Background: an optimization exercise with open tools, aiming at a short achievable clock period and few clock cycles. Do not read the settings as production practice.
Only simulation tests tie the RTL to the original design; equivalence was not proved.
Power and IR drop assume default switching activity.

==> flow/config.mk <==
export PLATFORM = sky130hd
export DESIGN_NAME = maze
export DESIGN_NICKNAME = maze
export VERILOG_FILES = /design/flow/design.v
export SDC_FILE = /design/flow/constraint.sdc
export NUM_CORES = 4
export LEC_CHECK = 0
export ABC_CLOCK_PERIOD_IN_PS = 2000
export CAP_MARGIN = 20
export CORE_MARGIN = 2
export CORE_UTILIZATION = 40
export SETUP_SLACK_MARGIN = 3.4
export SLEW_MARGIN = 20
==> flow/design.v <==
`timescale 1ns / 1ps
module maze(
    input clk,
    input rst,
    input [5:0] starting_col, starting_row,
    input maze_in,
    output reg [5:0] row, col,
    output reg maze_oe,
    output reg maze_we,
    output reg done
);
localparam UP = 2'd0, RIGHT = 2'd1, DOWN = 2'd2, LEFT = 2'd3;
localparam MF = 2'd0, MR = 2'd1, MB = 2'd2, ML = 2'd3;
localparam RD_R   = 4'd0;  
localparam RD_F   = 4'd1;  
localparam WAIT_R = 4'd2;  
localparam RD_F2  = 4'd3;  
localparam WAIT_F = 4'd4;  
localparam RD_L   = 4'd5;  
localparam WAIT_L = 4'd6;  
localparam GO_R   = 4'd7;  
localparam SPEC   = 4'd8;  
localparam QN = 8;             
localparam SD = 512;           
localparam SW = 10;            
localparam SCAP = SD + 2;      
reg [3:0] ph;
reg fin;
reg [5:0] x, y;
reg [1:0] d;
reg [5:0] qx [0:QN-1];
reg [5:0] qy [0:QN-1];
reg [2:0] qh, qt;
reg [3:0] qc;
reg [1:0] p0, p1;
reg tv0, tv1;                
reg [SW-1:0] sc;             
reg [1:0] sr [0:SD-1];
reg sp_push, sp_pop, sp_push2;
reg [1:0] sp_a, sp_b;
reg [1:0] l2;
always @(*) begin
    if (sp_push || sp_push2) l2 = sp_a;
    else if (sp_pop) l2 = sr[1];
    else l2 = sr[0];
end
wire [5:0] xp = x + 6'd1, xm = x - 6'd1, yp = y + 6'd1, ym = y - 6'd1;
wire [5:0] xp2 = x + 6'd2, xm2 = x - 6'd2, yp2 = y + 6'd2, ym2 = y - 6'd2;
function [11:0] nb; input [1:0] k; begin
    case (k)
        UP:    nb = {ym, x};
        RIGHT: nb = {y, xp};
        DOWN:  nb = {yp, x};
        default: nb = {y, xm};
    endcase
end endfunction
function [11:0] dg; input [1:0] k; begin
    case (k)
        UP:    dg = {ym, xp};
        RIGHT: dg = {yp, xp};
        DOWN:  dg = {yp, xm};
        default: dg = {ym, xm};
    endcase
end endfunction
function [11:0] rb_rd; input [1:0] k; begin
    case (k)
        UP:    rb_rd = {yp2, xp};
        RIGHT: rb_rd = {yp, xm2};
        DOWN:  rb_rd = {ym2, xm};
        default: rb_rd = {ym, xp2};
    endcase
end endfunction
function edge_at; input [1:0] k; begin
    case (k)
        UP:    edge_at = (y == 6'd1);
        RIGHT: edge_at = (x == 6'd62);
        DOWN:  edge_at = (y == 6'd62);
        default: edge_at = (x == 6'd1);
    endcase
end endfunction
reg [11:0] npos [0:3];
reg [11:0] ndg  [0:3];
reg        par  [0:3];    
reg        gor  [0:3];    
reg        edg  [0:3];
integer k;
always @(*) begin
    for (k = 0; k < 4; k = k + 1) begin
        npos[k] = nb(d + k[1:0]);
        ndg[k]  = dg(d + k[1:0]);
        par[k]  = tv0 && (p0 == k[1:0]);
        gor[k]  = tv1 && (p1 == k[1:0] + 2'd1);
        edg[k]  = edge_at(d + k[1:0]);
    end
end
wire [11:0] rb_t = ndg[MR];
wire rb_edge = (rb_t[5:0] == 6'd0) || (rb_t[5:0] == 6'd63) || (rb_t[11:6] == 6'd0) || (rb_t[11:6] == 6'd63);
wire qempty = (qc == 4'd0);
wire qfull  = (qc == QN);
wire [11:0] head = {qy[qh], qx[qh]};
reg        o_mv   [0:1];
reg [1:0]  o_rel  [0:1];
reg        o_push [0:1];
reg        o_pop  [0:1];
reg        o_back [0:1];
reg        o_rb   [0:1];    
reg [3:0]  o_ph   [0:1];
reg        o_fin  [0:1];
reg        o_oe   [0:1];
reg        o_we   [0:1];
reg        o_done [0:1];
reg [11:0] o_addr [0:1];
integer o;
always @(*) begin
    for (o = 0; o < 2; o = o + 1) begin
        o_mv[o] = 1'b0; o_rel[o] = MF; o_push[o] = 1'b0; o_pop[o] = 1'b0; o_back[o] = 1'b0;
        o_ph[o] = ph; o_fin[o] = fin; o_oe[o] = 1'b0; o_we[o] = 1'b0; o_done[o] = done;
        o_addr[o] = head; o_rb[o] = 1'b0;
        if (fin) begin
            if (!qempty) begin
                o_pop[o] = 1'b1; o_we[o] = 1'b1;
                if (qc == 4'd1) o_done[o] = 1'b1;
            end
        end else begin
            case (ph)
                RD_R, SPEC: begin
                    if (ph == SPEC && o == 0) begin
                        o_rb[o] = 1'b1;
                    end else if (qfull || (par[MF] && gor[MF])) begin
                        o_pop[o] = !qempty; o_we[o] = !qempty; o_ph[o] = WAIT_R;
                    end else if (par[MF]) begin
                        o_mv[o] = 1'b1; o_rel[o] = MF;
                    end else begin
                        o_oe[o] = 1'b1; o_addr[o] = npos[MF]; o_ph[o] = RD_F;
                    end
                end
                RD_F: begin
                    if (o == 0) begin
                        o_mv[o] = 1'b1; o_rel[o] = MR;
                    end else begin
                        o_pop[o] = !qempty; o_we[o] = !qempty; o_ph[o] = WAIT_F;
                    end
                end
                WAIT_R: begin
                    if (o == 0) begin
                        o_mv[o] = 1'b1; o_rel[o] = MR;
                    end else if (par[MF]) begin
                        o_mv[o] = 1'b1; o_rel[o] = MF;
                    end else begin
                        o_oe[o] = 1'b1; o_addr[o] = npos[MF]; o_ph[o] = RD_F2;
                    end
                end
                RD_F2: begin
                    o_pop[o] = !qempty; o_we[o] = !qempty; o_ph[o] = WAIT_F;
                end
                WAIT_F: begin
                    if (o == 0) begin
                        o_mv[o] = 1'b1; o_rel[o] = MF;
                    end else if (par[ML]) begin
                        o_mv[o] = 1'b1; o_rel[o] = ML;
                    end else begin
                        o_oe[o] = 1'b1; o_addr[o] = npos[ML]; o_ph[o] = RD_L;
                    end
                end
                RD_L: begin
                    o_pop[o] = !qempty; o_we[o] = !qempty; o_ph[o] = WAIT_L;
                end
                WAIT_L: begin
                    o_mv[o] = 1'b1; o_rel[o] = (o == 0) ? ML : MB;
                end
                default: begin  
                    o_mv[o] = 1'b1; o_rel[o] = MR;
                end
            endcase
            if (o_mv[o]) begin
                o_back[o] = par[o_rel[o]];
                o_push[o] = !par[o_rel[o]];
                if (edg[o_rel[o]]) begin
                    o_fin[o] = 1'b1;
                end else if (par[o_rel[o]] && gor[o_rel[o]]) begin
                    o_ph[o] = GO_R;
                    o_pop[o] = !qempty; o_we[o] = !qempty;
                end else begin
                    o_oe[o] = 1'b1; o_addr[o] = ndg[o_rel[o]];
                    o_ph[o] = (ph == RD_R || ph == SPEC) ? SPEC : RD_R;
                end
            end
            if (o_rb[o]) begin
                o_push[o] = 1'b1;
                if (rb_edge) begin
                    o_fin[o] = 1'b1;
                end else begin
                    o_oe[o] = 1'b1; o_addr[o] = rb_rd(d); o_ph[o] = RD_R;
                end
            end
        end
    end
end
wire [3:0] qc_inc = qc + 4'd1, qc_dec = qc - 4'd1;
wire [SW-1:0] sc_inc  = (sc == SCAP) ? sc : sc + 1'b1;
wire [SW-1:0] sc_inc2 = (sc >= SCAP - 1) ? SCAP : sc + 2'd2;
wire [SW-1:0] sc_dec  = sc - 1'b1;
wire sc_ge3 = (sc >= 3);
wire [1:0] l2r = l2 - d;     
reg [11:0] n_pos [0:1];
reg [1:0]  n_d   [0:1];
reg [3:0]  n_qc  [0:1];
reg [SW-1:0] n_sc [0:1];
reg [1:0]  n_p0 [0:1], n_p1 [0:1];
reg        n_tv0 [0:1], n_tv1 [0:1];
always @(*) begin
    for (o = 0; o < 2; o = o + 1) begin
        n_pos[o] = o_rb[o] ? rb_t : npos[o_rel[o]];
        n_d[o] = o_rb[o] ? d + 2'd1 : d + o_rel[o];
        n_qc[o] = (o_push[o] && !o_pop[o]) ? qc_inc : (!o_push[o] && o_pop[o]) ? qc_dec : qc;
        n_sc[o] = sc; n_p0[o] = p0; n_p1[o] = p1; n_tv0[o] = tv0; n_tv1[o] = tv1;
        if (o_rb[o]) begin
            n_sc[o] = sc_inc2; n_p0[o] = 2'd2; n_p1[o] = 2'd3; n_tv0[o] = 1'b1; n_tv1[o] = 1'b1;
        end else if (o_mv[o] && o_back[o]) begin
            n_sc[o] = sc_dec; n_p0[o] = p1 - o_rel[o]; n_p1[o] = l2r - o_rel[o];
            n_tv0[o] = tv1; n_tv1[o] = sc_ge3;
        end else if (o_mv[o]) begin
            n_sc[o] = sc_inc; n_p0[o] = 2'd2; n_p1[o] = p0 - o_rel[o];
            n_tv0[o] = 1'b1; n_tv1[o] = tv0;
        end
    end
end
wire mi = maze_in;
wire mv = o_mv[mi] || o_rb[mi];
wire push = o_push[mi];
wire pop = o_pop[mi];
wire [11:0] newpos = n_pos[mi];
integer i;
always @(posedge clk) begin
    if (rst) begin
        ph <= RD_R;
        fin <= 1'b0;
        x <= starting_col;
        y <= starting_row;
        d <= UP;
        qc <= 4'd1;
        qh <= 3'd0;
        qt <= 3'd1;
        qx[0] <= starting_col;
        qy[0] <= starting_row;
        row <= starting_row;
        col <= starting_col + 6'd1;
        maze_oe <= 1'b1;
        maze_we <= 1'b0;
        done <= 1'b0;
        sc <= 0;
        tv0 <= 1'b0;
        tv1 <= 1'b0;
        sp_push <= 1'b0;
        sp_pop <= 1'b0;
        sp_push2 <= 1'b0;
    end else begin
        ph <= o_ph[mi];
        fin <= o_fin[mi];
        if (mv) begin
            d <= n_d[mi];
            x <= newpos[5:0];
            y <= newpos[11:6];
        end
        for (i = 0; i < QN; i = i + 1) begin
            if (push && qt == i) begin
                qx[i] <= newpos[5:0];
                qy[i] <= newpos[11:6];
            end
        end
        if (push) qt <= qt + 3'd1;
        if (pop) qh <= qh + 3'd1;
        qc <= n_qc[mi];
        row <= o_addr[mi][11:6];
        col <= o_addr[mi][5:0];
        maze_oe <= o_oe[mi];
        maze_we <= o_we[mi];
        done <= o_done[mi];
        sc <= n_sc[mi];
        p0 <= n_p0[mi];
        p1 <= n_p1[mi];
        tv0 <= n_tv0[mi];
        tv1 <= n_tv1[mi];
        sp_push2 <= o_rb[mi];
        sp_push <= o_mv[mi] && !o_back[mi];
        sp_pop <= o_mv[mi] && o_back[mi];
        sp_a <= o_rb[mi] ? p0 + d : p1 + d;
        sp_b <= p1 + d;
    end
end
always @(posedge clk) begin
    if (sp_push2) begin
        sr[0] <= sp_a;
        sr[1] <= sp_b;
        for (i = 2; i < SD; i = i + 1) sr[i] <= sr[i-2];
    end else if (sp_push) begin
        sr[0] <= sp_a;
        for (i = 1; i < SD; i = i + 1) sr[i] <= sr[i-1];
    end else if (sp_pop) begin
        for (i = 0; i < SD - 1; i = i + 1) sr[i] <= sr[i+1];
    end
end
endmodule
==> flow/constraint.sdc <==
create_clock -name core_clock -period 5.5 [get_ports {clk}]
set_input_delay 1.1000 -clock core_clock [delete_from_list [all_inputs] [get_ports {clk}]]
set_output_delay 1.1000 -clock core_clock [all_outputs]
set_load 0.01 [all_outputs]
==> flow/run.sh <==
#!/bin/bash
# synth_recipe.tcl (not shown) runs the flow's synth.tcl, then flattens the netlist and writes it again
# the make line also repeats each setting of config.mk as NAME=value (left out here)
make -C /OpenROAD-flow-scripts/flow DESIGN_CONFIG=/design/flow/config.mk WORK_HOME=/design/flow/orfs CLKGATE_MAP_FILE= SYNTH_SCRIPT=/design/flow/synth_recipe.tcl finish
==> results.rst, run 1 <==
.. list-table::
   :header-rows: 1

   * - Metric
     - Value
   * - Status
     - complete, no violations
   * - Sum of overflow across all layers after global routing
     - 0
   * - Count of clock tree sinks
     - 1,187
   * - Hold violation count in the final report
     - 0
   * - Worst setup skew after layout
     - 0.0332 ns
   * - Most used cells in the layout excluding fill and tap cells
     - nand2_1 (1,174), edfxtp_1 (1,138), o21ai_0 (1,081)
   * - Cell internal power dissipation
     - 20,000 µW
   * - Minimum hold slack
     - 0.486 ns
   * - Core Box Area
     - 160,000 µm²
   * - Routed via count divided by cell count
     - 5.71
   * - Power per cell area
     - 383 nW/µm²
   * - Post-synth cell types
     - 91
   * - Clock latency of the later-clocked register in the worst-skew pair
     - 0.79 ns
   * - Maximum number of pins on one net before global-route repair
     - 296
   * - Overall track demand over capacity in global routing
     - 0.177
   * - Type of the worst setup path
     - reg2reg
   * - GR Layer Usage met3
     - 0.0328
   * - Average cell area after synthesis
     - 10.8 µm²
   * - Total routed wirelength
     - 156 mm
   * - Number of global-route vias before repair
     - 44,600
   * - Pleak
     - 0.0229 µW
   * - Detailed-routing iteration count for the pre-antenna-repair pass
     - 6
   * - Post-layout minimum cycle time
     - 3.44 ns
   * - Post-synth EDFFs
     - 1,138
   * - Nets@finish
     - 6,084
   * - First-pass GRT wire length
     - 241 mm
   * - HP Class
     - reg2reg
   * - Average wire per cell in the routed design
     - 18.8 µm
   * - Setup repair after global routing missed its margin
     - true
   * - Proportion of power drawn by flip-flops and latches
     - 0.429
   * - Gate Count Post-Synth
     - 5,996
   * - DIE HEIGHT
     - 406 µm
   * - Post-synthesis sequential element count
     - 1,187
   * - Clock Tree Root
     - clkbuf_16
   * - Synth Cell Area
     - 64,500 µm²
   * - Fmax
     - 291 MHz
   * - Total of buffers placed on input and output ports
     - 29
   * - Clock tree from TritonCTS
     - built
   * - Fraction of registers with async set/reset
     - 0
   * - Fraction of power spent switching nets
     - 0.311
   * - Data required time at the worst endpoint
     - 6.20 ns
   * - Category of the worst setup path launch point
     - flop
   * - Starting Density
     - 0.402
   * - Antenna violations before repair
     - 0
   * - Peak ir drop on the vdd network
     - 0.319 mV
   * - Area growth, synth to finish
     - 17.3%
   * - Sequential area share after synthesis
     - 0.545
   * - Clock transition at the registers of the reported paths
     - 0.06 ns
   * - Max Root-Sink Buffers
     - 3
   * - Util after Layout
     - 0.472
   * - Initial DRC Count
     - 4,552
   * - DR DRC count
     - 0
   * - Post-detailed-route count of antenna-violating nets
     - 0
   * - Met1 track utilization from global routing
     - 0.245
   * - Most common cell after layout, fill and taps aside
     - nand2_1
   * - Post-layout power
     - 28,900 µW
   * - HPWL after detailed placement
     - 80.5 mm
   * - Net count after synthesis
     - 6,072
   * - Switching Power
     - 9000 µW
   * - Final critical-path share of the clock period
     - 0.626
   * - Met2 Usage GRT
     - 0.270
   * - Nature of the critical path endpoint
     - flop
   * - Share of layout cells above drive strength 1
     - 0.138
   * - Arrival time of data at the critical path endpoint
     - 4.14 ns
   * - Core Rows
     - 147
   * - Share of power burned in the clock network
     - 0.310
   * - Share of power burned in combinational logic
     - 0.260
   * - Hold-fix buffers, CTS
     - 0
   * - Final Wtd Congestion
     - 0.944
   * - Transition time at the pin with the least slew margin
     - 1.26 ns
   * - Worst slew margin relative to its limit
     - 0.156
   * - Max Slew Vio Count
     - 0
   * - Number of levels in the clock H-tree
     - 4
   * - Max_cap viols
     - 0
   * - Total via count in the routed design
     - 47,300
   * - Ant. Diodes
     - 0
   * - Flip-flop cell with the highest count after synthesis
     - edfxtp_1
   * - Width of the die
     - 406 µm
   * - Total I/O pin count
     - 30
   * - Peak-usage layer in the global routing report
     - met2
   * - Die outline area
     - 164,000 µm²
   * - Maximum net fanout on the critical path
     - 6
   * - Final setup violating endpoints
     - 0
   * - CTS Buf Count
     - 138
   * - Synth Warn #
     - 29
   * - Layout fillers
     - 14,600
-- logic make-up after synthesis --
logic type | share of synthesized area
AO/OA/AOI/OAI | 0.139
AND/OR/NAND/NOR | 0.0946
multiplexers | 0.170
XOR/XNOR | 0.00842
buffers and inverters | 0.0306
flip-flops | 0.545
adder cells (fa/ha/maj) | 0.0121
-- flip-flops by register name, summed over array words and instances (netlist names), 4 cells and up --
register,cells
col,6
ph,4
qc,4
qx,48
qy,48
row,6
sc,10
sr,1024
x,6
y,6
-- routing by layer --
metal  routed length (µm)  up-vias
li1                     -    22300
met1                70300    23100
met2                69100     1433
met3                 9220      429
met4                 6940        0
met5                    0        -
-- synthesized netlist by cell type, types with 8 or more instances --
cell	n	area, µm²
o221ai_1	9	78.8
nand4_1	8	50.1
a221o_1	8	80.1
or3_1	13	81.3
edfxtp_1	1138	34200
mux2i_1	1058	10600
nor2_1	133	499
and3_1	16	100
a21o_1	11	82.6
nor3_1	44	220
a221oi_1	46	403
or2_2	11	68.8
a22oi_1	32	240
ha_1	59	738
clkbuf_1	447	1680
mux2_2	34	383
a211oi_1	21	158
o21a_1	9	67.6
a21oi_1	111	556
xor2_1	17	149
buf_2	14	70.1
buf_1	16	60.1
a2111oi_0	8	70.1
o22ai_1	34	213
o21ai_0	1114	5580
o31ai_1	13	97.6
nand3_1	33	165
dfxtp_1	49	981
xnor2_1	45	394
o211ai_1	28	210
a222oi_1	17	170
nand2b_1	11	68.8
nand2_1	1186	4450
a31oi_1	22	138
inv_1	34	128
-- per-stage QoR --
step / TNS (ns) / setup WS, ns / cell area, µm² / std cells
6_report: 0 / 2.06 / 75700 / 8277
5_1_grt: 0 / 1.95 / 75700 / 8277
2_1_floorplan: -3146.50 / -3.08 / 64800 / 5996
4_1_cts: 0 / 2.17 / 73800 / 8175
3_3_place_gp: 0 / 1.43 / 66600 / 7774
3_5_place_dp: 0 / 1.31 / 66600 / 7774
-- layout make-up --
cell class                      count  area [µm²]  share of cell area
Sequential cell                  1187       35200               0.466
Multi-Input combinational cell   4298       28900               0.383
Timing Repair Buffer              346        4240              0.0560
Clock buffer                      176        3690              0.0488
Tap cell                         2160        2700              0.0357
Clock inverter                     73         711             0.00939
Inverter                           36         150             0.00198
Timing Repair inverter              1        5.00           0.0000662
-- worst paths after layout --
kind / slack, ns / to / cells past startpoint / start
max: 2.06 / qc[3] / 15 / y[0]
min: 0.49 / done / 2 / done
max reg2reg: 2.06 / qc[3] / 15 / y[0]
min reg2reg: 0.49 / done / 2 / done
-- critical path: stages, from the launching register on --
cell,delay (ns)
edfxtp_1,0.58
inv_2,0.11
ha_4,0.17
and3_4,0.19
and4_4,0.19
a2111oi_4,0.34
o2bb2ai_2,0.12
or3b_4,0.44
nor2_4,0.09
o31ai_2,0.06
ha_2,0.29
nor2_2,0.07
nor2_1,0.05
o21a_2,0.15
or3_4,0.37
a21oi_2,0.13
-- timing repair --
| action | CTS | global route |
|---|---|---|
| gates resized for setup | 355 | 203 |
| buffers inserted | 128 | 90 |
| pin swaps | 38 | 61 |
| endpoints found under the setup margin | 2186 | 830 |
| endpoints found under the hold margin | 0 | 0 |
| cloned | 24 | 11 |
-- power groups by stage --
stage,Combinational (µW),Sequential (µW),Clock [µW]
2_1_floorplan,4540,12500,0
3_3_place_gp,5820,12600,0
3_5_place_dp,5910,12700,0
4_1_cts,6810,12400,9250
5_1_grt,8080,12500,9600
6_report,7540,12400,8990
Testbench counts, summed over its fixed seeds: cycles 225,904.
==> inputs of run 2 (changes only) <==
--- a/flow/design.v
+++ b/flow/design.v
@@ -21,8 +21,8 @@
 localparam GO_R   = 4'd7;  
 localparam SPEC   = 4'd8;  
 localparam QN = 8;             
-localparam SD = 512;           
-localparam SW = 10;            
+localparam SD = 2;           
+localparam SW = 3;            
 localparam SCAP = SD + 2;      
 reg [3:0] ph;
 reg fin;
==> run 2 against run 1 <==
Critical endpoint is now row[0]. Combinational power grew 22%. First-iteration DRC count is 49% lower. Final cell count shrank 75%. Sequential share of layout area down 23 points. Still clean on timing, DRC and antenna. Clock skew decreased by 0.010 ns.
==> results.rst, run 2 <==
.. list-table::
   :header-rows: 1

   * - Metric
     - Value
   * - Status
     - complete, no violations
   * - Antenna violations before repair
     - 3
   * - FF-to-FF End
     - row[0]
   * - Fmax
     - 300 MHz
   * - Instance count after placement with tap cells included
     - 1,779
   * - CP Launch Point
     - d[1]
   * - Minimum hold slack
     - 0.486 ns
   * - Maximum net fanout on the critical path
     - 6
   * - Initial DRC Count
     - 2,307
   * - DIE HEIGHT
     - 183 µm
   * - Starting Density
     - 0.405
   * - Proportion of power drawn by flip-flops and latches
     - 0.162
   * - Nature of the critical path endpoint
     - flop
   * - Cell internal power dissipation
     - 6310 µW
   * - Core Rows
     - 65
   * - Fraction of registers with async set/reset
     - 0
   * - Category of the worst setup path launch point
     - flop
   * - Routed via count divided by cell count
     - 7.08
   * - Final critical-path share of the clock period
     - 0.607
   * - Flip-flop cell with the highest count after synthesis
     - edfxtp_1
   * - Finished Layout Cells
     - 2,095
   * - Arithmetic-cell share of the synthesized area counting full adders, half adders and majority gates
     - 0.0579
   * - Detailed-routing iteration count for the pre-antenna-repair pass
     - 10
   * - Clock latency of the later-clocked register in the worst-skew pair
     - 0.46 ns
   * - Max Root-Sink Buffers
     - 2
   * - Total via count in the routed design
     - 14,800
   * - Clock Tree Root
     - clkbuf_16
   * - Share of layout cells above drive strength 1
     - 0.418
   * - Sequential area share after synthesis
     - 0.343
   * - Hold-fix buffers, CTS
     - 0
   * - DR DRC count
     - 0
   * - Number of global-route vias before repair
     - 13,500
   * - Cell with the most instances after synthesis
     - nand2_1
   * - Peak ir drop on the vdd network
     - 0.330 mV
   * - Top-area cell type share of the netlist area
     - 0.277
   * - Type of the worst setup path
     - reg2reg
   * - Combinational family with the most area after synthesis
     - compound AO/OA/AOI/OAI gates
   * - Net count after synthesis
     - 1,516
   * - Depth of the worst register-to-register path
     - 12
   * - Post-synth cell types
     - 106
   * - Post-synth EDFFs
     - 118
   * - Post-layout power
     - 12,500 µW
   * - Termination of the worst setup path
     - row[0]
   * - Post-layout minimum cycle time
     - 3.34 ns
   * - Share of the synthesized area in compound gates (AO/OA/AOI/OAI)
     - 0.295
   * - Share of power burned in combinational logic
     - 0.739
   * - Hold violation count in the final report
     - 0
   * - Average wire per cell in the routed design
     - 29.4 µm
   * - Transition time at the pin with the least slew margin
     - 0.843 ns
   * - Switching Power
     - 6160 µW
   * - Power per cell area
     - 677 nW/µm²
   * - Largest registers
     - qx (48), qy (48)
   * - HP Class
     - reg2reg
   * - Synth Cell Area
     - 12,800 µm²
   * - Area growth, synth to finish
     - 44.0%
   * - Average cell area after synthesis
     - 8.86 µm²
   * - Nets@finish
     - 1,752
   * - Width of the die
     - 183 µm
   * - Fraction of power spent switching nets
     - 0.494
   * - Post-Synth XOR/XNOR Area
     - 0.0390
   * - Mux share of post-synthesis cell area
     - 0.0480
   * - Worst slew margin relative to its limit
     - 0.434
   * - Clock transition at the registers of the reported paths
     - 0.09 ns
   * - Total routed wirelength
     - 61.5 mm
   * - Max_cap viols
     - 0
   * - First-pass GRT wire length
     - 86.1 mm
   * - Gate Count Post-Synth
     - 1,443
   * - Overall track demand over capacity in global routing
     - 0.346
   * - Max Slew Vio Count
     - 0
   * - Pleak
     - 0.00686 µW
   * - Flop2flop setup slack
     - 2.16 ns
   * - Final setup violating endpoints
     - 0
   * - Share of power burned in the clock network
     - 0.099
   * - Number of levels in the clock H-tree
     - 4
   * - Worst setup skew after layout
     - 0.0229 ns
   * - Final-layout setup total negative slack
     - 0 ns
   * - Die outline area
     - 33,400 µm²
   * - Setup repair after global routing missed its margin
     - true
   * - CTS Buf Count
     - 17
   * - Sum of overflow across all layers after global routing
     - 0
   * - Data required time at the worst endpoint
     - 5.83 ns
   * - Post-synthesis sequential element count
     - 160
   * - Cell type with the highest aggregate area in the netlist
     - edfxtp_1
   * - HPWL after detailed placement
     - 33.8 mm
   * - Cell types with the largest area share after synthesis
     - edfxtp_1 (28%), dfxtp_1 (6.6%), ha_1 (5.5%)
   * - Most frequent cells after synthesis
     - nand2_1 (129), nor2_1 (128), edfxtp_1 (118), a21oi_1 (101), clkbuf_1 (82)
   * - Arrival time of data at the critical path endpoint
     - 3.66 ns
   * - Total I/O pin count
     - 30
   * - Count of clock tree sinks
     - 160
   * - Synth Warn #
     - 29
   * - Core Box Area
     - 31,600 µm²
   * - Maximum number of pins on one net before global-route repair
     - 40
   * - Worst-case setup slack after placement
     - 1.24 ns
   * - Most used cells in the layout excluding fill and tap cells
     - buf_4 (194), edfxtp_1 (118), nand2_1 (113)
   * - Most common cell after layout, fill and taps aside
     - buf_4
   * - Total of buffers placed on input and output ports
     - 29
   * - Final Wtd Congestion
     - 1.05
   * - Startpoint of the most critical register-to-register path
     - d[1]
   * - Simple-gate share of the synthesized area
     - 0.168
   * - Post-detailed-route count of antenna-violating nets
     - 0
   * - Clock tree from TritonCTS
     - built
   * - Setup slack of the critical path after layout
     - 2.16 ns
==> run 2: cell families (layout without fill, tap and decap cells) <==
kind of cell | count (synthesis) | after routing
AO/OA/AOI/OAI | 524 | 524
XOR/XNOR | 57 | 57
adder cells (fa/ha/maj) | 58 | 58
buffers and inverters | 155 | 395
flip-flops | 160 | 160
multiplexers | 57 | 57
other | 0 | 1
AND/OR/NAND/NOR | 432 | 441
==> run 2: power groups by stage <==
stage,clock [µW],sequential [µW],combinational (µW)
after global routing,1290,2030,9520
after CTS,1240,2000,7880
final,1240,2020,9210
after detailed placement,0,2180,5820
after global placement,0,2170,5790
after floorplan,0,1970,4410
==> run 2: worst min path at each step <==
stage,slack [ns],start,depth (start not counted),to
after global placement,0.50,done,2,done
after global routing,0.51,done,2,done
after detailed placement,0.50,done,2,done
after floorplan,0.49,sc[0],1,sc[0]
final,0.49,done,2,done
after CTS,0.49,done,2,done
==> run 2: routing by layer <==
metal,routed length (µm),vias to the layer above,share of wire,GRT usage
met2,25400,1278,0.41,0.511
met5,97,-,0.0016,0
met4,5310,6,0.086,0.220
li1,-,6088,-,-
met1,21700,7023,0.35,0.434
met3,9020,436,0.15,0.116
==> run 2: area by class of cell <==
type / instances / area, µm²
Tap cell: 402 / 503
Clock inverter: 15 / 186
Timing Repair Buffer: 327 / 3090
Clock buffer: 17 / 425
Antenna cell: 1 / 2.50
Multi-Input combinational cell: 1137 / 9600
Sequential cell: 160 / 4430
Timing Repair inverter: 1 / 16.3
Fill cell: 2589 / 13100
Inverter: 35 / 155
==> run 2: repair_timing <==
action,in CTS,in global routing
setup buffers,202,68
gates cloned,13,0
gates resized for setup,344,146
endpoints found under the setup margin,280,269
pin swaps,99,89
==> run 2: through the flow <==
stage | area [µm²] | utilization
after floorplan | 13400 | -
after global placement | 13700 | 0.434
after detailed placement | 13700 | 0.434
after CTS | 17200 | 0.544
after global routing | 18400 | 0.583
final | 18400 | 0.584
==> run 2: critical path: stages, from the launching register on <==
cell and delay, ns:
dfxtp_4 0.39, clkinvlp_4 0.17, ha_4 0.27, or2_4 0.31, a221o_1 0.33, and2_4 0.19
or4_4 0.49, mux2i_4 0.27, nor2_4 0.11, buf_12 0.14, a311o_1 0.29, a21oi_2 0.18
o41ai_2 0.08
Testbench counts of run 2, summed over its fixed seeds: cycles 271,850.

==> separate check: timing with driven ports <==
No port has a modelled driver above. Below, the same layouts with a new extraction and two added sets of constraints.
Step 1 sets driving cells, clkbuf_16 on the clock port and buf_2 on the other inputs (assumed; they add their load-dependent delay and slew).
Step 2 also shifts input and output timing later by t, the mid clock arrival at the registers, as if the neighbouring blocks saw the same clock.
Slacks: no drivers / after step 1 / after step 2; pairs: no drivers / after step 1.
run | shift t [ns] | setup WS [ns] | worst data-port slew with drivers (ns) | pins driven straight from the clock port
run 1 | 0.846 | 2.058 / 2.058 / 1.919 | 0.04 | 1
run 2 | 0.504 | 2.161 / 2.161 / 2.161 | 0.04 | 1
After both steps setup and hold are still met in every run listed. The setup slack of run 1, which loses most, moves by 0.000 ns with the drivers and by -0.139 ns with both steps.
